This design comes from an exercise in tuning for small area on the open sky130 flow, not from production work. Only simulation tests tie the RTL to the original design; equivalence was not proved.

==> flow/design.v (outline; a module is shown in full before it is edited, if it fits) <==
// module mag_dig_top: 390 lines
// module mul24b: 777 lines
module mag_dig_top #(
  parameter ADC_BITS=10,
  parameter W=24,
  parameter FRAC=12,
  parameter LOG2_OSR_MAX=8
)(
  input                 clk,
  input                 rst_n,
  input  [ADC_BITS-1:0] adc_code,
  input                 adc_valid,
  input  [1:0]          mux_sel,
  input  sclk,
  input  cs_n,
  input  mosi,
  output miso,
  input  [31:0]         version_id
);
  // ...
==> flow/flow/run.sh <==
#!/bin/bash
# Own layout flow: the standard ORFS flow (standard.sh) with these changes to how
# the layout is made (synthesis is the standard one, run first and unchanged):
#  - the port buffers are sky130_fd_sc_hd__buf_1 (every port still gets a buffer);
#  - clock tree synthesis adds no dummy loads (the H-tree is still balanced by its
#    clustering; no register's clock is delayed on purpose);
#  - after synthesis, the resizer may only use the small buffers buf_1 / buf_2 when it
#    repairs slew and capacitance (the platform's own don't-use list is kept).
set -euo pipefail
bash standard.sh synth > flow_synth.log 2>&1
export BUFFER_PORTS_ARGS="-buffer_cell sky130_fd_sc_hd__buf_1"
export CTS_ARGS="-sink_clustering_enable -repair_clock_nets -sink_clustering_size 28 -sink_clustering_max_diameter 84 -dont_use_dummy_load"
DU="sky130_fd_sc_hd__probe_p_8 sky130_fd_sc_hd__probec_p_8 sky130_fd_sc_hd__lpflow_bleeder_1 sky130_fd_sc_hd__lpflow_clkbufkapwr_1 sky130_fd_sc_hd__lpflow_clkbufkapwr_16 sky130_fd_sc_hd__lpflow_clkbufkapwr_2 sky130_fd_sc_hd__lpflow_clkbufkapwr_4 sky130_fd_sc_hd__lpflow_clkbufkapwr_8 sky130_fd_sc_hd__lpflow_clkinvkapwr_1 sky130_fd_sc_hd__lpflow_clkinvkapwr_16 sky130_fd_sc_hd__lpflow_clkinvkapwr_2 sky130_fd_sc_hd__lpflow_clkinvkapwr_4 sky130_fd_sc_hd__lpflow_clkinvkapwr_8 sky130_fd_sc_hd__lpflow_decapkapwr_12 sky130_fd_sc_hd__lpflow_decapkapwr_3 sky130_fd_sc_hd__lpflow_decapkapwr_4 sky130_fd_sc_hd__lpflow_decapkapwr_6 sky130_fd_sc_hd__lpflow_decapkapwr_8 sky130_fd_sc_hd__lpflow_inputiso0n_1 sky130_fd_sc_hd__lpflow_inputiso0p_1 sky130_fd_sc_hd__lpflow_inputiso1n_1 sky130_fd_sc_hd__lpflow_inputiso1p_1 sky130_fd_sc_hd__lpflow_inputisolatch_1 sky130_fd_sc_hd__lpflow_isobufsrc_1 sky130_fd_sc_hd__lpflow_isobufsrc_16 sky130_fd_sc_hd__lpflow_isobufsrc_2 sky130_fd_sc_hd__lpflow_isobufsrc_4 sky130_fd_sc_hd__lpflow_isobufsrc_8 sky130_fd_sc_hd__lpflow_isobufsrckapwr_16 sky130_fd_sc_hd__lpflow_lsbuf_lh_hl_isowell_tap_1 sky130_fd_sc_hd__lpflow_lsbuf_lh_hl_isowell_tap_2 sky130_fd_sc_hd__lpflow_lsbuf_lh_hl_isowell_tap_4 sky130_fd_sc_hd__lpflow_lsbuf_lh_isowell_4 sky130_fd_sc_hd__lpflow_lsbuf_lh_isowell_tap_1 sky130_fd_sc_hd__lpflow_lsbuf_lh_isowell_tap_2 sky130_fd_sc_hd__lpflow_lsbuf_lh_isowell_tap_4  sky130_fd_sc_hd__buf_4 sky130_fd_sc_hd__buf_6 sky130_fd_sc_hd__buf_8 sky130_fd_sc_hd__buf_12 sky130_fd_sc_hd__buf_16 sky130_fd_sc_hd__bufbuf_8 sky130_fd_sc_hd__bufbuf_16"
bash standard.sh finish "DONT_USE_CELLS=$DU" > flow_standard.log 2>&1
==> flow/standard.sh <==
#!/bin/bash
# synth_recipe.tcl (not shown) runs the flow's synth.tcl, then flattens the netlist and writes it again
# the make line also repeats each setting of config.mk as NAME=value (left out here)
make -C /OpenROAD-flow-scripts/flow DESIGN_CONFIG=/design/flow/config.mk WORK_HOME=/design/flow/orfs CLKGATE_MAP_FILE= SYNTH_SCRIPT=/design/flow/synth_recipe.tcl "${@:-finish}"
==> flow/config.mk <==
export PLATFORM = sky130hd
export DESIGN_NAME = mag_dig_top
export DESIGN_NICKNAME = mag_dig_top
export VERILOG_FILES = /design/flow/design.v
export SDC_FILE = /design/flow/constraint.sdc
export NUM_CORES = 8
export LEC_CHECK = 0
export ABC_AREA = 1
export CAP_MARGIN = 10
export CORE_MARGIN = 2
export CORE_UTILIZATION = 45
export CTS_CLUSTER_DIAMETER = 84
export CTS_CLUSTER_SIZE = 28
export GPL_TIMING_DRIVEN = 1
export PLACE_DENSITY = 0.6
export SLEW_MARGIN = 10
==> flow/constraint.sdc <==
create_clock -name core_clock -period 55.0 [get_ports {clk}]
set_input_delay 11.0000 -clock core_clock [delete_from_list [all_inputs] [get_ports {clk}]]
set_output_delay 11.0000 -clock core_clock [all_outputs]
set_load 0.01 [all_outputs]
==> summary.txt, run 1 <==
# TYPE chip_impl_metric gauge
chip_impl_info{name="dominant_combinational_cell_family_by_area_after_synthesis",value="compound AO/OA/AOI/OAI gates"} 1
chip_impl_metric{name="numClockSinks",unit=""} 1777
chip_impl_metric{name="fillerInstances",unit=""} 13294
chip_impl_metric{name="r2r.worst_path.cells",unit=""} 74
chip_impl_metric{name="clk_path_buf_depth",unit=""} 3
chip_impl_info{name="critical_path_class",value="reg -> reg"} 1
chip_impl_metric{name="number_of_violations_reported_at_the_end_of_detailed_routing_iteration_0",unit=""} 6141
chip_impl_metric{name="whs",unit="ns"} 0.274
chip_impl_metric{name="final_nets",unit=""} 6643
chip_impl_info{name="tritoncts",value="yes"} 1
chip_impl_metric{name="maxCapViolations",unit=""} 0
chip_impl_metric{name="dpl_worst_slack",unit="ns"} 29.40
chip_impl_metric{name="layout.non_clock_inverters",unit=""} 600
chip_impl_metric{name="nonClockBufferCount",unit=""} 200
chip_impl_metric{name="core",unit="mm²"} 0.144
chip_impl_metric{name="finalClockSkew",unit="ns"} 0.109
chip_impl_metric{name="yosys.area_share.simple",unit=""} 0.110
chip_impl_metric{name="timing.critical_path.arrival",unit="ns"} 26.71
chip_impl_metric{name="global_route.usage.met1",unit=""} 0.429
chip_impl_metric{name="netlist_instances",unit=""} 6226
chip_impl_metric{name="met2WireLength",unit="µm"} 103000
chip_impl_metric{name="routed-wl-met3",unit="µm"} 24400
chip_impl_metric{name="setup_slack",unit="ns"} 28.95
chip_impl_metric{name="post_synthesis_share_of_cell_area_spent_on_full_adders_half_adders_and_majority_gates",unit=""} 0.103
chip_impl_metric{name="worst-path-max-fanout",unit=""} 23
chip_impl_info{name="clk_root_buffer_cell",value="sky130_fd_sc_hd__clkbuf_16"} 1
chip_impl_metric{name="buf_share",unit=""} 0.0121
chip_impl_metric{name="synth_compound_area_frac",unit=""} 0.111
chip_impl_metric{name="ant_nets",unit=""} 0
chip_impl_info{name="result_of_the_run",value="complete, no violations"} 1
chip_impl_metric{name="post_drt_via_cell_ratio",unit=""} 5.83
chip_impl_metric{name="multi_input_comb_area",unit="mm²"} 0.0246
chip_impl_metric{name="fmaxAchievable",unit="MHz"} 38.4
chip_impl_metric{name="multi_input_combinational_area_share",unit=""} 0.352
chip_impl_metric{name="post-dp-hpwl",unit="µm"} 183000
chip_impl_metric{name="synthDistinctLibCells",unit=""} 71
==> run 2: changes to the inputs <==
--- a/flow/config.mk
+++ b/flow/config.mk
@@ -8,3 +8,3 @@
 export ABC_AREA = 1
-export CAP_MARGIN = 10
+export CAP_MARGIN = 20
 export CORE_MARGIN = 2
@@ -15,2 +15,2 @@
 export PLACE_DENSITY = 0.6
-export SLEW_MARGIN = 10
+export SLEW_MARGIN = 20
==> run 2 against run 1 <==
Effect of this change:
- sequential cell count did not move
- die area did not move
- synthesized area did not move
- sequential share of layout area barely moved
- cell count barely moved
- utilization barely moved
- critical path depth rose by 2
- count of clock-buffer cells in the layout fell by 1
- global-route usage rose by 0.058 points
==> summary.txt, run 2 <==
# TYPE chip_impl_metric gauge
chip_impl_info{name="standard_cell_with_the_maximum_stage_delay_on_the_critical_path",value="sky130_fd_sc_hd__nand2_1"} 1
chip_impl_info{name="tritoncts",value="yes"} 1
chip_impl_metric{name="ant_nets",unit=""} 0
chip_impl_info{name="synth.top_cells.by_area",value="sky130_fd_sc_hd__dfxtp_1 47%, sky130_fd_sc_hd__fa_1 8.5%, sky130_fd_sc_hd__edfxtp_1 8.0%"} 1
chip_impl_metric{name="areaGrowthSynthToFinish",unit="%"} 6.69
chip_impl_metric{name="io_buffer_count",unit=""} 50
chip_impl_metric{name="finalSetupViolCount",unit=""} 0
chip_impl_info{name="result_of_the_run",value="complete, no violations"} 1
chip_impl_metric{name="global_route.usage.total",unit=""} 0.324
chip_impl_metric{name="post_cts.repair.setup_buffers",unit=""} 0
chip_impl_metric{name="die_area",unit="mm²"} 0.148
chip_impl_metric{name="wl_per_cell",unit="µm"} 29.8
chip_impl_metric{name="fillerInstances",unit=""} 13440
chip_impl_metric{name="grt_first_pass_wirelength",unit="µm"} 338000
chip_impl_metric{name="grt_antenna_before_repair",unit=""} 17
chip_impl_info{name="layout.cells.most_common_list",value="1551 x sky130_fd_sc_hd__dfxtp_1, 1098 x sky130_fd_sc_hd__nand2_1, 547 x sky130_fd_sc_hd__inv_1"} 1
chip_impl_info{name="critical_path_class",value="reg -> reg"} 1
chip_impl_metric{name="post_drt_via_cell_ratio",unit=""} 5.83
chip_impl_metric{name="design.portCount",unit=""} 51
chip_impl_metric{name="worst-slew-pin-transition",unit="ns"} 1.20
chip_impl_metric{name="detail_route.wirelength",unit="µm"} 242000
chip_impl_metric{name="clock_insertion_delay_at_the_later_pin_of_the_skew_report",unit="ns"} 0.77
chip_impl_metric{name="netlist_instances",unit=""} 6226
chip_impl_metric{name="core",unit="mm²"} 0.144
chip_impl_info{name="cell_with_the_most_instances_on_the_worst_path",value="sky130_fd_sc_hd__fa_1"} 1
chip_impl_metric{name="die_y",unit="µm"} 385
chip_impl_metric{name="route.vias.total",unit=""} 47384
chip_impl_metric{name="critical_path.n_buffers_inverters",unit=""} 7
chip_impl_metric{name="initial_utilization",unit=""} 0.454
chip_impl_metric{name="synth_sequential_area_ratio",unit=""} 0.575
chip_impl_metric{name="timing.reg2reg.setup_slack",unit="ns"} 29.12
chip_impl_metric{name="detailedRoute.firstPassIterationCount",unit=""} 6
chip_impl_info{name="critical-path-top-delay-family",value="adder cells"} 1
chip_impl_metric{name="largest_net_degree_at_the_start_of_global_routing",unit=""} 41
chip_impl_metric{name="worst_setup_hold_path_clk_slew",unit="ns"} 0.10
chip_impl_info{name="layout_commonest_cell",value="sky130_fd_sc_hd__dfxtp_1"} 1
chip_impl_metric{name="fmaxAchievable",unit="MHz"} 38.6
chip_impl_metric{name="vias_in_the_first_global_route",unit=""} 44881
chip_impl_metric{name="post-dp-hpwl",unit="µm"} 183000
chip_impl_metric{name="cts.repair.resized",unit=""} 0
chip_impl_metric{name="layout_worst_path_cycle_share",unit=""} 0.470
chip_impl_metric{name="timing.critical_path.slowest_cell_delay",unit="ns"} 0.69
chip_impl_metric{name="floorplan.die.width",unit="µm"} 385
chip_impl_metric{name="number_of_h_tree_branching_levels",unit=""} 3
chip_impl_metric{name="async_reset_ff_frac",unit=""} 0.0287
chip_impl_metric{name="timing.critical_path.required",unit="ns"} 55.67
chip_impl_info{name="netlist_top_cells_count",value="1551 x sky130_fd_sc_hd__dfxtp_1, 1100 x sky130_fd_sc_hd__nand2_1, 551 x sky130_fd_sc_hd__inv_1"} 1
chip_impl_info{name="cp-start-kind",value="flop"} 1
chip_impl_metric{name="grt_overflow_total",unit=""} 0
chip_impl_metric{name="whs",unit="ns"} 0.255
chip_impl_metric{name="synth_enable_flop_cells",unit=""} 175
chip_impl_metric{name="numClockSinks",unit=""} 1777
chip_impl_metric{name="cts_made_buffers",unit=""} 83
chip_impl_metric{name="drcViolationCount",unit=""} 0
chip_impl_metric{name="ratio_of_cells_with_drive_above_1_in_the_final_layout",unit=""} 0.0508
chip_impl_metric{name="met2WireLength",unit="µm"} 102000
chip_impl_info{name="yosys.area.top_type",value="sky130_fd_sc_hd__dfxtp_1"} 1
chip_impl_metric{name="yosysWarningCount",unit=""} 2
chip_impl_metric{name="routed-wl-met3",unit="µm"} 24700
chip_impl_metric{name="timing.final.hold_violations",unit=""} 0
chip_impl_metric{name="worst-path-max-fanout",unit=""} 24
chip_impl_metric{name="gp_routability_congestion",unit=""} 1.07
chip_impl_metric{name="maxCapViolations",unit=""} 0
chip_impl_metric{name="period_needed",unit="ns"} 25.88
chip_impl_info{name="clk_root_buffer_cell",value="sky130_fd_sc_hd__clkbuf_16"} 1
chip_impl_metric{name="fin_setup_tns",unit="ns"} 0
chip_impl_metric{name="postSynthAreaPerCell",unit="µm²"} 10.5
chip_impl_metric{name="synth-seq-cells",unit=""} 1777
chip_impl_metric{name="wirelength_met1",unit="µm"} 96900
chip_impl_metric{name="slew_headroom",unit=""} 0.196
chip_impl_info{name="endpoint_kind",value="flop"} 1
chip_impl_metric{name="synthDistinctLibCells",unit=""} 71
chip_impl_metric{name="number_of_violations_reported_at_the_end_of_detailed_routing_iteration_0",unit=""} 6103
chip_impl_metric{name="synthesis.area",unit="mm²"} 0.0654
chip_impl_info{name="rsz0062_at_grt",value="false"} 1
chip_impl_metric{name="timing.critical_path.arrival",unit="ns"} 26.55
chip_impl_metric{name="finalClockSkew",unit="ns"} 0.122
chip_impl_metric{name="clk_path_buf_depth",unit=""} 3
chip_impl_info{name="hold_path_class",value="reg -> reg"} 1
chip_impl_metric{name="final_util",unit=""} 0.485
chip_impl_metric{name="final_nets",unit=""} 6644
chip_impl_metric{name="drv_slew",unit=""} 0
chip_impl_info{name="top_signal_layer_used",value="met5"} 1
chip_impl_metric{name="yosys.area.top_type_share",unit=""} 0.475
chip_impl_metric{name="placement.cell_area",unit="mm²"} 0.0677
chip_impl_info{name="post-synth-top-count-cell",value="sky130_fd_sc_hd__dfxtp_1"} 1
chip_impl_metric{name="post-route-cell-area",unit="mm²"} 0.0698
chip_impl_metric{name="cts.hold.buffers_added",unit=""} 0
chip_impl_info{name="postSynth.topFlopCell",value="sky130_fd_sc_hd__dfxtp_1"} 1
chip_impl_metric{name="rows",unit=""} 139
run 2: kinds of logic (layout without fill, tap and decap cells):
group	after synthesis	in the layout	synth area share
DFF	1777	1777	0.575
AOI/OAI and AO/OA	1126	1126	0.111
adders and majority gates	370	370	0.103
other	0	7	0
xor gates and xnor gates	368	368	0.0493
muxes	3	3	0.000497
and+or+nand+nor	1693	1693	0.110
buffers and inverters	889	885	0.0524
run 2: final timing paths:
path	end	cells after the start	start
min in group asynchronous	sclk_dd	1	rst_n
setup / recovery	flop	76	rtC
setup reg to reg	flop	76	rtC
hold reg to reg	LX[324]	0	LX[300]
max in group asynchronous	mq[0]	2	rst_n
hold / removal	LX[324]	0	LX[300]
run 2: layout make-up:
type / instances / area (µm²) / area share
Tap cell: 1903 / 2380 / 0.0341
Inverter: 600 / 2260 / 0.0323
Timing Repair Buffer: 202 / 861 / 0.0123
Multi-Input combinational cell: 3560 / 24600 / 0.353
Antenna cell: 7 / 17.5 / 0.000251
Sequential cell: 1777 / 37600 / 0.539
Clock buffer: 83 / 2080 / 0.0298
run 2: per-stage QoR:
stage	instances	setup WS [ns]
finish	8132	29.12
global route	8125	28.10
CTS	8124	29.52
detailed placement	8041	29.54
global placement	8040	29.85
floorplan	6226	33.22
run 2: layer usage:
layer | up-vias | track usage
met5 | - | 0
met4 | 22 | 0.202
met1 | 23188 | 0.425
li1 | 20527 | -
met3 | 795 | 0.0785
met2 | 2852 | 0.480
run 2: worst register-to-register path, delay by kind of cell (launching register included):
kind / cells / cell delay [ns]
adder cells (fa/ha/maj): 41 / 16.06
flip-flops: 1 / 0.47
AO/OA/AOI/OAI: 10 / 2.33
AND/OR/NAND/NOR: 12 / 2.71
buffers and inverters: 7 / 2.81
XOR/XNOR: 6 / 1.48
==> run 3: changes to the inputs <==
--- a/flow/flow/run.sh
+++ b/flow/flow/run.sh
@@ -13,2 +13,3 @@
 DU="sky130_fd_sc_hd__probe_p_8 sky130_fd_sc_hd__probec_p_8 sky130_fd_sc_hd__lpflow_bleeder_1 sky130_fd_sc_hd__lpflow_clkbufkapwr_1 sky130_fd_sc_hd__lpflow_clkbufkapwr_16 sky130_fd_sc_hd__lpflow_clkbufkapwr_2 sky130_fd_sc_hd__lpflow_clkbufkapwr_4 sky130_fd_sc_hd__lpflow_clkbufkapwr_8 sky130_fd_sc_hd__lpflow_clkinvkapwr_1 sky130_fd_sc_hd__lpflow_clkinvkapwr_16 sky130_fd_sc_hd__lpflow_clkinvkapwr_2 sky130_fd_sc_hd__lpflow_clkinvkapwr_4 sky130_fd_sc_hd__lpflow_clkinvkapwr_8 sky130_fd_sc_hd__lpflow_decapkapwr_12 sky130_fd_sc_hd__lpflow_decapkapwr_3 sky130_fd_sc_hd__lpflow_decapkapwr_4 sky130_fd_sc_hd__lpflow_decapkapwr_6 sky130_fd_sc_hd__lpflow_decapkapwr_8 sky130_fd_sc_hd__lpflow_inputiso0n_1 sky130_fd_sc_hd__lpflow_inputiso0p_1 sky130_fd_sc_hd__lpflow_inputiso1n_1 sky130_fd_sc_hd__lpflow_inputiso1p_1 sky130_fd_sc_hd__lpflow_inputisolatch_1 sky130_fd_sc_hd__lpflow_isobufsrc_1 sky130_fd_sc_hd__lpflow_isobufsrc_16 sky130_fd_sc_hd__lpflow_isobufsrc_2 sky130_fd_sc_hd__lpflow_isobufsrc_4 sky130_fd_sc_hd__lpflow_isobufsrc_8 sky130_fd_sc_hd__lpflow_isobufsrckapwr_16 sky130_fd_sc_hd__lpflow_lsbuf_lh_hl_isowell_tap_1 sky130_fd_sc_hd__lpflow_lsbuf_lh_hl_isowell_tap_2 sky130_fd_sc_hd__lpflow_lsbuf_lh_hl_isowell_tap_4 sky130_fd_sc_hd__lpflow_lsbuf_lh_isowell_4 sky130_fd_sc_hd__lpflow_lsbuf_lh_isowell_tap_1 sky130_fd_sc_hd__lpflow_lsbuf_lh_isowell_tap_2 sky130_fd_sc_hd__lpflow_lsbuf_lh_isowell_tap_4  sky130_fd_sc_hd__buf_4 sky130_fd_sc_hd__buf_6 sky130_fd_sc_hd__buf_8 sky130_fd_sc_hd__buf_12 sky130_fd_sc_hd__buf_16 sky130_fd_sc_hd__bufbuf_8 sky130_fd_sc_hd__bufbuf_16"
+export REMOVE_ABC_BUFFERS=1
 bash standard.sh finish "DONT_USE_CELLS=$DU" > flow_standard.log 2>&1
--- a/flow/config.mk
+++ b/flow/config.mk
@@ -13,3 +13,3 @@
 export CTS_CLUSTER_SIZE = 28
-export GPL_TIMING_DRIVEN = 1
+export GPL_TIMING_DRIVEN = 0
 export PLACE_DENSITY = 0.6
==> run 3 against run 2 <==
Effect of this change:
- synthesized area stayed put
- critical path type unchanged
- still clean on timing, DRC and antenna
- highest routed layer unchanged
- setup slack worse by 3.0 ns
==> summary.txt, run 3 <==
# TYPE chip_impl_metric gauge
chip_impl_metric{name="route.vias.total",unit=""} 46993
chip_impl_metric{name="place_inst",unit=""} 8013
chip_impl_info{name="result_of_the_run",value="complete, no violations"} 1
chip_impl_metric{name="initial_utilization",unit=""} 0.454
chip_impl_info{name="postSynth.topFlopCell",value="sky130_fd_sc_hd__dfxtp_1"} 1
chip_impl_info{name="tritoncts",value="yes"} 1
chip_impl_info{name="cp-start-kind",value="flop"} 1
chip_impl_metric{name="wl_per_cell",unit="µm"} 27.0
chip_impl_metric{name="die_y",unit="µm"} 385
chip_impl_metric{name="grt_use_met2",unit=""} 0.414
chip_impl_metric{name="largest_net_degree_at_the_start_of_global_routing",unit=""} 57
chip_impl_metric{name="finalNonFillerCells",unit=""} 8106
chip_impl_metric{name="drv_slew",unit=""} 0
chip_impl_metric{name="core",unit="mm²"} 0.144
chip_impl_metric{name="netlist_instances",unit=""} 6226
chip_impl_metric{name="timing.critical_path.arrival",unit="ns"} 29.58
chip_impl_info{name="hold_path.startpoint",value="G[68]"} 1
chip_impl_metric{name="rows",unit=""} 139
chip_impl_info{name="layout_commonest_cell",value="sky130_fd_sc_hd__dfxtp_1"} 1
chip_impl_info{name="clk_root_buffer_cell",value="sky130_fd_sc_hd__clkbuf_16"} 1
chip_impl_info{name="synth.top_cells.by_area",value="sky130_fd_sc_hd__dfxtp_1 47%, sky130_fd_sc_hd__fa_1 8.5%, sky130_fd_sc_hd__edfxtp_1 8.0%"} 1
chip_impl_metric{name="areaGrowthSynthToFinish",unit="%"} 7.10
chip_impl_metric{name="finalClockSkew",unit="ns"} 0.153
chip_impl_metric{name="final_nets",unit=""} 6621
chip_impl_info{name="post-synth-top-count-cell",value="sky130_fd_sc_hd__dfxtp_1"} 1
chip_impl_metric{name="fmaxAchievable",unit="MHz"} 34.6
chip_impl_metric{name="cts_made_buffers",unit=""} 84
chip_impl_metric{name="numClockSinks",unit=""} 1777
chip_impl_metric{name="number_of_violations_reported_at_the_end_of_detailed_routing_iteration_0",unit=""} 6200
chip_impl_metric{name="fillerInstances",unit=""} 13305
chip_impl_info{name="endpoint_kind",value="flop"} 1
chip_impl_metric{name="floorplan.die.width",unit="µm"} 385
chip_impl_info{name="standard_cell_with_the_maximum_stage_delay_on_the_critical_path",value="sky130_fd_sc_hd__nand2_1"} 1
chip_impl_metric{name="synthDistinctLibCells",unit=""} 71
chip_impl_metric{name="grt_overflow_total",unit=""} 0
chip_impl_metric{name="design.portCount",unit=""} 51
chip_impl_info{name="netlist_top_cells_count",value="1551 x sky130_fd_sc_hd__dfxtp_1, 1100 x sky130_fd_sc_hd__nand2_1, 551 x sky130_fd_sc_hd__inv_1"} 1
chip_impl_metric{name="timing.reg2reg.setup_slack",unit="ns"} 26.08
chip_impl_metric{name="global_route.usage.total",unit=""} 0.291
chip_impl_metric{name="global_route.usage.met1",unit=""} 0.414
chip_impl_metric{name="post_drt_via_cell_ratio",unit=""} 5.80
chip_impl_metric{name="slew_headroom",unit=""} 0.154
chip_impl_metric{name="post_cts.repair.setup_buffers",unit=""} 0
chip_impl_metric{name="postSynthAreaPerCell",unit="µm²"} 10.5
chip_impl_metric{name="synth-seq-cells",unit=""} 1777
chip_impl_metric{name="async_reset_ff_frac",unit=""} 0.0287
chip_impl_info{name="cell_with_the_most_instances_on_the_worst_path",value="sky130_fd_sc_hd__fa_1"} 1
chip_impl_metric{name="timing.critical_path.slowest_cell_delay",unit="ns"} 0.87
chip_impl_info{name="critical_path_class",value="reg -> reg"} 1
chip_impl_metric{name="worst_setup_hold_path_clk_slew",unit="ns"} 0.10
chip_impl_metric{name="timing.final.hold_violations",unit=""} 0
chip_impl_info{name="yosys.area.top_type",value="sky130_fd_sc_hd__dfxtp_1"} 1
chip_impl_metric{name="detail_route.wirelength",unit="µm"} 218000
chip_impl_metric{name="maxCapViolations",unit=""} 0
chip_impl_metric{name="synthesis.area",unit="mm²"} 0.0654
chip_impl_metric{name="yosys.area.top_type_share",unit=""} 0.475
chip_impl_metric{name="worst-path-max-fanout",unit=""} 41
chip_impl_metric{name="synth_enable_flop_cells",unit=""} 175
chip_impl_metric{name="r2r.worst_path.cells",unit=""} 72
chip_impl_metric{name="timing.critical_path.required",unit="ns"} 55.66
chip_impl_metric{name="detailedRoute.firstPassIterationCount",unit=""} 7
chip_impl_metric{name="gp_routability_congestion",unit=""} 1.04
chip_impl_metric{name="period_needed",unit="ns"} 28.92
chip_impl_info{name="critPathLaunch",value="rtC"} 1
chip_impl_metric{name="ant_nets",unit=""} 0
chip_impl_info{name="hold_path_class",value="reg -> reg"} 1
chip_impl_info{name="crit-reg2reg-launch",value="rtC"} 1
chip_impl_metric{name="io_buffer_count",unit=""} 50
chip_impl_metric{name="synth_sequential_area_ratio",unit=""} 0.575
chip_impl_info{name="grt_most_used_layer",value="met2"} 1
chip_impl_metric{name="vias_in_the_first_global_route",unit=""} 43784
chip_impl_metric{name="global_route_track_usage_on_met3",unit=""} 0.0725
chip_impl_metric{name="ratio_of_cells_with_drive_above_1_in_the_final_layout",unit=""} 0.0673
chip_impl_metric{name="post-dp-hpwl",unit="µm"} 160000
chip_impl_metric{name="grt_first_pass_wirelength",unit="µm"} 311000
chip_impl_metric{name="clock_insertion_delay_at_the_later_pin_of_the_skew_report",unit="ns"} 0.77
chip_impl_metric{name="finalSetupViolCount",unit=""} 0
chip_impl_info{name="layout.cells.most_common_list",value="1551 x sky130_fd_sc_hd__dfxtp_1, 1085 x sky130_fd_sc_hd__nand2_1, 534 x sky130_fd_sc_hd__inv_1"} 1
chip_impl_metric{name="fin_setup_tns",unit="ns"} 0
chip_impl_metric{name="die_area",unit="mm²"} 0.148
chip_impl_metric{name="worst-slew-pin-transition",unit="ns"} 1.27
chip_impl_metric{name="layout_worst_path_cycle_share",unit=""} 0.526
chip_impl_metric{name="cts.repair.resized",unit=""} 0
chip_impl_info{name="rsz0062_at_grt",value="false"} 1
chip_impl_metric{name="number_of_h_tree_branching_levels",unit=""} 3
chip_impl_metric{name="grt_antenna_before_repair",unit=""} 11
chip_impl_metric{name="cts.hold.buffers_added",unit=""} 0
chip_impl_metric{name="clk_path_buf_depth",unit=""} 3
chip_impl_metric{name="yosysWarningCount",unit=""} 2
chip_impl_metric{name="drcViolationCount",unit=""} 0
==> run 3: cell counts after synthesis <==
No cell type changed its count.
==> run 3: critical path: cells and delay by family, from the launching register on <==
family | cells | cell delay [ns]
buf+inv | 7 | 3.58
flops | 1 | 0.57
compound gates | 10 | 2.45
xor+xnor | 6 | 2.01
fa+ha+maj | 41 | 16.52
simple gates | 8 | 3.59
==> run 3: layer usage <==
metal | vias to the layer above | wire length (µm)
met5 | - | 41
met1 | 22838 | 91000
met2 | 3013 | 88800
li1 | 20474 | -
met3 | 662 | 26000
met4 | 6 | 12700
==> run 3: worst min-delay path by stage <==
| stage | to | slack, ns | cells after the start |
|---|---|---|---|
| 2_1_floorplan | G[100] | 0.31 | 0 |
| 3_5_place_dp | LY[79] | 0.31 | 0 |
| 3_3_place_gp | LX[224] | 0.31 | 0 |
| 4_1_cts | G[92] | 0.24 | 0 |
| 5_1_grt | LX[211] | 0.26 | 0 |
| 6_report | G[92] | 0.24 | 0 |
==> run 3: per-stage QoR <==
step / instance area [µm²] / worst slack, ns / util / hold WS, ns
after floorplan: 64200 / 30.23 / - / 0.310
after global placement: 66800 / 19.42 / 0.464 / 0.310
after detailed placement: 67900 / 26.82 / 0.471 / 0.312
after CTS: 70000 / 26.74 / 0.486 / 0.235
after global routing: 70000 / 25.55 / 0.486 / 0.257
final: 70100 / 26.08 / 0.487 / 0.240
==> run 3: kinds of logic after synthesis <==
kind of cell	after synthesis	share of synthesized area
DFF	1777	0.575
and+or+nand+nor	1693	0.110
AOI/OAI and AO/OA	1126	0.111
buffers and inverters	889	0.0524
adders and majority gates	370	0.103
xor gates and xnor gates	368	0.0493
muxes	3	0.000497
==> run 3: area by class of cell <==
| type | instances | area, µm² | area share |
|---|---|---|---|
| Sequential cell | 1777 | 37600 | 0.537 |
| Multi-Input combinational cell | 3560 | 24800 | 0.355 |
| Tap cell | 1903 | 2380 | 0.0340 |
| Inverter | 600 | 2270 | 0.0324 |
| Clock buffer | 84 | 2100 | 0.0300 |
| Timing Repair Buffer | 178 | 858 | 0.0123 |
| Antenna cell | 4 | 10.0 | 0.000143 |
==> run 4: changes to the inputs <==
--- a/flow/flow/run.sh
+++ b/flow/flow/run.sh
@@ -11,5 +11,4 @@
 export BUFFER_PORTS_ARGS="-buffer_cell sky130_fd_sc_hd__buf_1"
-export CTS_ARGS="-sink_clustering_enable -repair_clock_nets -sink_clustering_size 28 -sink_clustering_max_diameter 84 -dont_use_dummy_load"
+export CTS_ARGS="-sink_clustering_enable -repair_clock_nets -sink_clustering_size 31 -sink_clustering_max_diameter 84 -dont_use_dummy_load"
 DU="sky130_fd_sc_hd__probe_p_8 sky130_fd_sc_hd__probec_p_8 sky130_fd_sc_hd__lpflow_bleeder_1 sky130_fd_sc_hd__lpflow_clkbufkapwr_1 sky130_fd_sc_hd__lpflow_clkbufkapwr_16 sky130_fd_sc_hd__lpflow_clkbufkapwr_2 sky130_fd_sc_hd__lpflow_clkbufkapwr_4 sky130_fd_sc_hd__lpflow_clkbufkapwr_8 sky130_fd_sc_hd__lpflow_clkinvkapwr_1 sky130_fd_sc_hd__lpflow_clkinvkapwr_16 sky130_fd_sc_hd__lpflow_clkinvkapwr_2 sky130_fd_sc_hd__lpflow_clkinvkapwr_4 sky130_fd_sc_hd__lpflow_clkinvkapwr_8 sky130_fd_sc_hd__lpflow_decapkapwr_12 sky130_fd_sc_hd__lpflow_decapkapwr_3 sky130_fd_sc_hd__lpflow_decapkapwr_4 sky130_fd_sc_hd__lpflow_decapkapwr_6 sky130_fd_sc_hd__lpflow_decapkapwr_8 sky130_fd_sc_hd__lpflow_inputiso0n_1 sky130_fd_sc_hd__lpflow_inputiso0p_1 sky130_fd_sc_hd__lpflow_inputiso1n_1 sky130_fd_sc_hd__lpflow_inputiso1p_1 sky130_fd_sc_hd__lpflow_inputisolatch_1 sky130_fd_sc_hd__lpflow_isobufsrc_1 sky130_fd_sc_hd__lpflow_isobufsrc_16 sky130_fd_sc_hd__lpflow_isobufsrc_2 sky130_fd_sc_hd__lpflow_isobufsrc_4 sky130_fd_sc_hd__lpflow_isobufsrc_8 sky130_fd_sc_hd__lpflow_isobufsrckapwr_16 sky130_fd_sc_hd__lpflow_lsbuf_lh_hl_isowell_tap_1 sky130_fd_sc_hd__lpflow_lsbuf_lh_hl_isowell_tap_2 sky130_fd_sc_hd__lpflow_lsbuf_lh_hl_isowell_tap_4 sky130_fd_sc_hd__lpflow_lsbuf_lh_isowell_4 sky130_fd_sc_hd__lpflow_lsbuf_lh_isowell_tap_1 sky130_fd_sc_hd__lpflow_lsbuf_lh_isowell_tap_2 sky130_fd_sc_hd__lpflow_lsbuf_lh_isowell_tap_4  sky130_fd_sc_hd__buf_4 sky130_fd_sc_hd__buf_6 sky130_fd_sc_hd__buf_8 sky130_fd_sc_hd__buf_12 sky130_fd_sc_hd__buf_16 sky130_fd_sc_hd__bufbuf_8 sky130_fd_sc_hd__bufbuf_16"
-export REMOVE_ABC_BUFFERS=1
 bash standard.sh finish "DONT_USE_CELLS=$DU" > flow_standard.log 2>&1
--- a/flow/config.mk
+++ b/flow/config.mk
@@ -13,3 +13,3 @@
 export CTS_CLUSTER_SIZE = 28
-export GPL_TIMING_DRIVEN = 0
+export GPL_TIMING_DRIVEN = 1
 export PLACE_DENSITY = 0.6
==> run 4 against run 3 <==
Effect of this change:
- still clean
- wire length grew 11%
- register-to-register slack gained 3.0 ns
- critical path depth grew 4
- sequential share of layout area grew 0.27 points
- fmax grew 12%
- hold slack gained 0.018 ns
- clock skew shrank 0.031 ns
- global-route usage grew 3.2 points
- final area shrank 0.50%
- synthesized cell count is the same
==> summary.txt, run 4 <==
# TYPE chip_impl_metric gauge
chip_impl_info{name="result_of_the_run",value="complete, no violations"} 1
chip_impl_metric{name="die_area",unit="mm²"} 0.148
chip_impl_metric{name="yosys.area.top_type_share",unit=""} 0.475
chip_impl_metric{name="whs",unit="ns"} 0.258
chip_impl_metric{name="clk_path_buf_depth",unit=""} 3
chip_impl_metric{name="r2r.worst_path.cells",unit=""} 76
chip_impl_metric{name="gp_routability_congestion",unit=""} 1.07
chip_impl_metric{name="die_y",unit="µm"} 385
chip_impl_metric{name="global_route.usage.total",unit=""} 0.323
chip_impl_metric{name="largest_net_degree_at_the_start_of_global_routing",unit=""} 41
chip_impl_metric{name="cts_made_buffers",unit=""} 79
chip_impl_metric{name="design.portCount",unit=""} 51
chip_impl_info{name="tritoncts",value="yes"} 1
chip_impl_metric{name="timing.final.hold_violations",unit=""} 0
chip_impl_metric{name="fmaxAchievable",unit="MHz"} 38.6
chip_impl_metric{name="fin_setup_tns",unit="ns"} 0
chip_impl_metric{name="maxCapViolations",unit=""} 0
chip_impl_info{name="post-synth-top-count-cell",value="sky130_fd_sc_hd__dfxtp_1"} 1
chip_impl_info{name="layout_commonest_cell",value="sky130_fd_sc_hd__dfxtp_1"} 1
chip_impl_metric{name="final_nets",unit=""} 6641
chip_impl_metric{name="core",unit="mm²"} 0.144
chip_impl_metric{name="setup_slack",unit="ns"} 29.11
chip_impl_metric{name="finalClockSkew",unit="ns"} 0.121
chip_impl_metric{name="detailedRoute.firstPassIterationCount",unit=""} 6
chip_impl_metric{name="grt_first_pass_wirelength",unit="µm"} 338000
chip_impl_info{name="postSynth.topFlopCell",value="sky130_fd_sc_hd__dfxtp_1"} 1
chip_impl_info{name="cp-start-kind",value="flop"} 1
chip_impl_metric{name="floorplan.die.width",unit="µm"} 385
chip_impl_metric{name="drcViolationCount",unit=""} 0
chip_impl_metric{name="fillerInstances",unit=""} 13456
chip_impl_metric{name="finalSetupViolCount",unit=""} 0
chip_impl_info{name="rsz0062_at_grt",value="false"} 1
chip_impl_metric{name="detail_route.wirelength",unit="µm"} 242000
chip_impl_metric{name="layout_worst_path_cycle_share",unit=""} 0.471
chip_impl_info{name="netlist_top_cells_count",value="1551 x sky130_fd_sc_hd__dfxtp_1, 1100 x sky130_fd_sc_hd__nand2_1, 551 x sky130_fd_sc_hd__inv_1"} 1
chip_impl_metric{name="initial_utilization",unit=""} 0.454
chip_impl_metric{name="min_delay_path_depth",unit=""} 0
chip_impl_metric{name="cts.repair.resized",unit=""} 0
chip_impl_info{name="yosys.area.top_type",value="sky130_fd_sc_hd__dfxtp_1"} 1
chip_impl_metric{name="areaGrowthSynthToFinish",unit="%"} 6.56
chip_impl_metric{name="timing.critical_path.required",unit="ns"} 55.68
chip_impl_metric{name="clock_insertion_delay_at_the_later_pin_of_the_skew_report",unit="ns"} 0.78
chip_impl_metric{name="wl_per_cell",unit="µm"} 29.8
chip_impl_metric{name="slew_headroom",unit=""} 0.210
chip_impl_metric{name="multi_input_comb_area",unit="mm²"} 0.0246
chip_impl_info{name="standard_cell_with_the_maximum_stage_delay_on_the_critical_path",value="sky130_fd_sc_hd__nand2_1"} 1
chip_impl_metric{name="netlist_instances",unit=""} 6226
chip_impl_metric{name="period_needed",unit="ns"} 25.89
chip_impl_metric{name="dpl_worst_slack",unit="ns"} 29.54
chip_impl_metric{name="timing.critical_path.arrival",unit="ns"} 26.57
chip_impl_info{name="timing.hold.worst_endpoint",value="LZ[213]"} 1
chip_impl_info{name="hold_path.startpoint",value="LZ[189]"} 1
chip_impl_metric{name="synth-seq-cells",unit=""} 1777
chip_impl_metric{name="ratio_of_cells_with_drive_above_1_in_the_final_layout",unit=""} 0.0503
chip_impl_metric{name="post_cts.repair.setup_buffers",unit=""} 0
chip_impl_metric{name="rows",unit=""} 139
chip_impl_metric{name="route.vias.total",unit=""} 47335
chip_impl_metric{name="number_of_h_tree_branching_levels",unit=""} 3
chip_impl_metric{name="grt_antenna_before_repair",unit=""} 15
chip_impl_info{name="clk_root_buffer_cell",value="sky130_fd_sc_hd__clkbuf_16"} 1
chip_impl_metric{name="synth_sequential_area_ratio",unit=""} 0.575
chip_impl_metric{name="drv_slew",unit=""} 0
chip_impl_info{name="cell_with_the_most_instances_on_the_worst_path",value="sky130_fd_sc_hd__fa_1"} 1
chip_impl_metric{name="numClockSinks",unit=""} 1777
chip_impl_metric{name="cts.hold.buffers_added",unit=""} 0
chip_impl_info{name="critical_path_class",value="reg -> reg"} 1
chip_impl_metric{name="grt_overflow_total",unit=""} 0
chip_impl_metric{name="final_util",unit=""} 0.484
chip_impl_info{name="hold_path_class",value="reg -> reg"} 1
chip_impl_metric{name="ant_nets",unit=""} 0
chip_impl_metric{name="io_buffer_count",unit=""} 50
chip_impl_metric{name="worst-slew-pin-transition",unit="ns"} 1.18
chip_impl_metric{name="worst-path-max-fanout",unit=""} 24
chip_impl_metric{name="vias_in_the_first_global_route",unit=""} 44732
chip_impl_metric{name="synthesis.area",unit="mm²"} 0.0654
chip_impl_info{name="synth.top_cells.by_area",value="sky130_fd_sc_hd__dfxtp_1 47%, sky130_fd_sc_hd__fa_1 8.5%, sky130_fd_sc_hd__edfxtp_1 8.0%"} 1
chip_impl_metric{name="worst_setup_hold_path_clk_slew",unit="ns"} 0.10
chip_impl_info{name="crit-reg2reg-launch",value="rtC"} 1
chip_impl_metric{name="post_drt_via_cell_ratio",unit=""} 5.82
chip_impl_info{name="endpoint_kind",value="flop"} 1
chip_impl_metric{name="postSynthAreaPerCell",unit="µm²"} 10.5
chip_impl_metric{name="timing.critical_path.slowest_cell_delay",unit="ns"} 0.69
chip_impl_metric{name="async_reset_ff_frac",unit=""} 0.0287
chip_impl_metric{name="sequential_cell_area",unit="mm²"} 0.0376
chip_impl_metric{name="synthDistinctLibCells",unit=""} 71
chip_impl_metric{name="timing.reg2reg.setup_slack",unit="ns"} 29.11
chip_impl_metric{name="number_of_violations_reported_at_the_end_of_detailed_routing_iteration_0",unit=""} 6372
chip_impl_metric{name="post-dp-hpwl",unit="µm"} 183000
chip_impl_metric{name="yosysWarningCount",unit=""} 2
chip_impl_metric{name="synth_enable_flop_cells",unit=""} 175
chip_impl_info{name="layout.cells.most_common_list",value="1551 x sky130_fd_sc_hd__dfxtp_1, 1098 x sky130_fd_sc_hd__nand2_1, 548 x sky130_fd_sc_hd__inv_1"} 1
==> run 4: cell counts after synthesis <==
Identical to the previous run, type by type.
==> run 4: logic make-up (layout without fill, tap and decap cells) <==
logic type / count (synthesis) / in the layout / synth area share
muxes: 3 / 3 / 0.000497
DFF: 1777 / 1777 / 0.575
other: 0 / 8 / 0
AOI/OAI and AO/OA: 1126 / 1126 / 0.111
and+or+nand+nor: 1693 / 1693 / 0.110
adders and majority gates: 370 / 370 / 0.103
buffers and inverters: 889 / 882 / 0.0524
xor gates and xnor gates: 368 / 368 / 0.0493
==> run 4: worst max-delay path by stage <==
stage / from / to / slack, ns / depth (start not counted)
finish: rtC / flop / 29.11 / 76
floorplan: ph[1] / cmd[7] / 33.22 / 72
CTS: rtC / flop / 29.56 / 76
global placement: rtC / flop / 29.85 / 76
global route: rtC / flop / 28.15 / 75
detailed placement: rtC / flop / 29.54 / 76
==> run 4: metal layers <==
layer / share of wire / track usage / wire length [µm] / up-vias
met3: 0.10 / 0.0821 / 24900 / 720
met2: 0.42 / 0.479 / 103000 / 2956
met1: 0.40 / 0.425 / 97100 / 23143
met4: 0.073 / 0.195 / 17700 / 4
met5: 0.000078 / 0 / 19 / -
li1: - / - / - / 20512
==> run 4: final cells by class <==
cell class,instances,share of cell area
Tap cell,1903,0.0342
Sequential cell,1777,0.539
Clock buffer,79,0.0284
Inverter,600,0.0324
Timing Repair Buffer,203,0.0125
Multi-Input combinational cell,3560,0.353
Antenna cell,8,0.000287
==> run 4: worst max-delay path, delay by kind of cell (launching register included) <==
family,cells,cell delay (ns)
DFF,1,0.47
and+or+nand+nor,12,2.69
AOI/OAI and AO/OA,10,2.34
xor gates and xnor gates,6,1.45
adders and majority gates,41,16.08
buffers and inverters,7,2.80
==> run 4: through the flow <==
stage,area (µm²),instances
CTS,69700,8120
detailed placement,67700,8041
finish,69700,8130
global placement,67700,8040
global route,69700,8122
floorplan,65400,6226

[port drivers added, routing unchanged]
No port has a modelled driver above. Below, the same layouts with a new extraction and two added sets of constraints. Step 1 sets driving cells, clkbuf_16 on the clock port and buf_2 on the other inputs (assumed; they add their load-dependent delay and slew). Step 2, shift: input delay + t, output delay - t, t = (earliest + latest rising clock arrival at the registers) / 2. This alone moves slack from input paths to output paths. a / b / c = ideal ports / drivers / drivers and shift; a / b = the first two.
run | t, ns | setup slack, ns | latest minus earliest clock arrival (ns) | pins driven straight from the clock port
run 1 | 0.780 | 28.951 / 28.951 / 28.951 | 0.110 / 0.109 | 1
run 2 | 0.788 | 29.124 / 29.124 / 29.124 | 0.122 / 0.122 | 1
run 3 | 0.773 | 26.082 / 26.082 / 26.082 | 0.153 / 0.153 | 1
run 4 | 0.799 | 29.107 / 29.107 / 29.107 | 0.121 / 0.121 | 1
After both steps setup and hold are still met in every run listed.
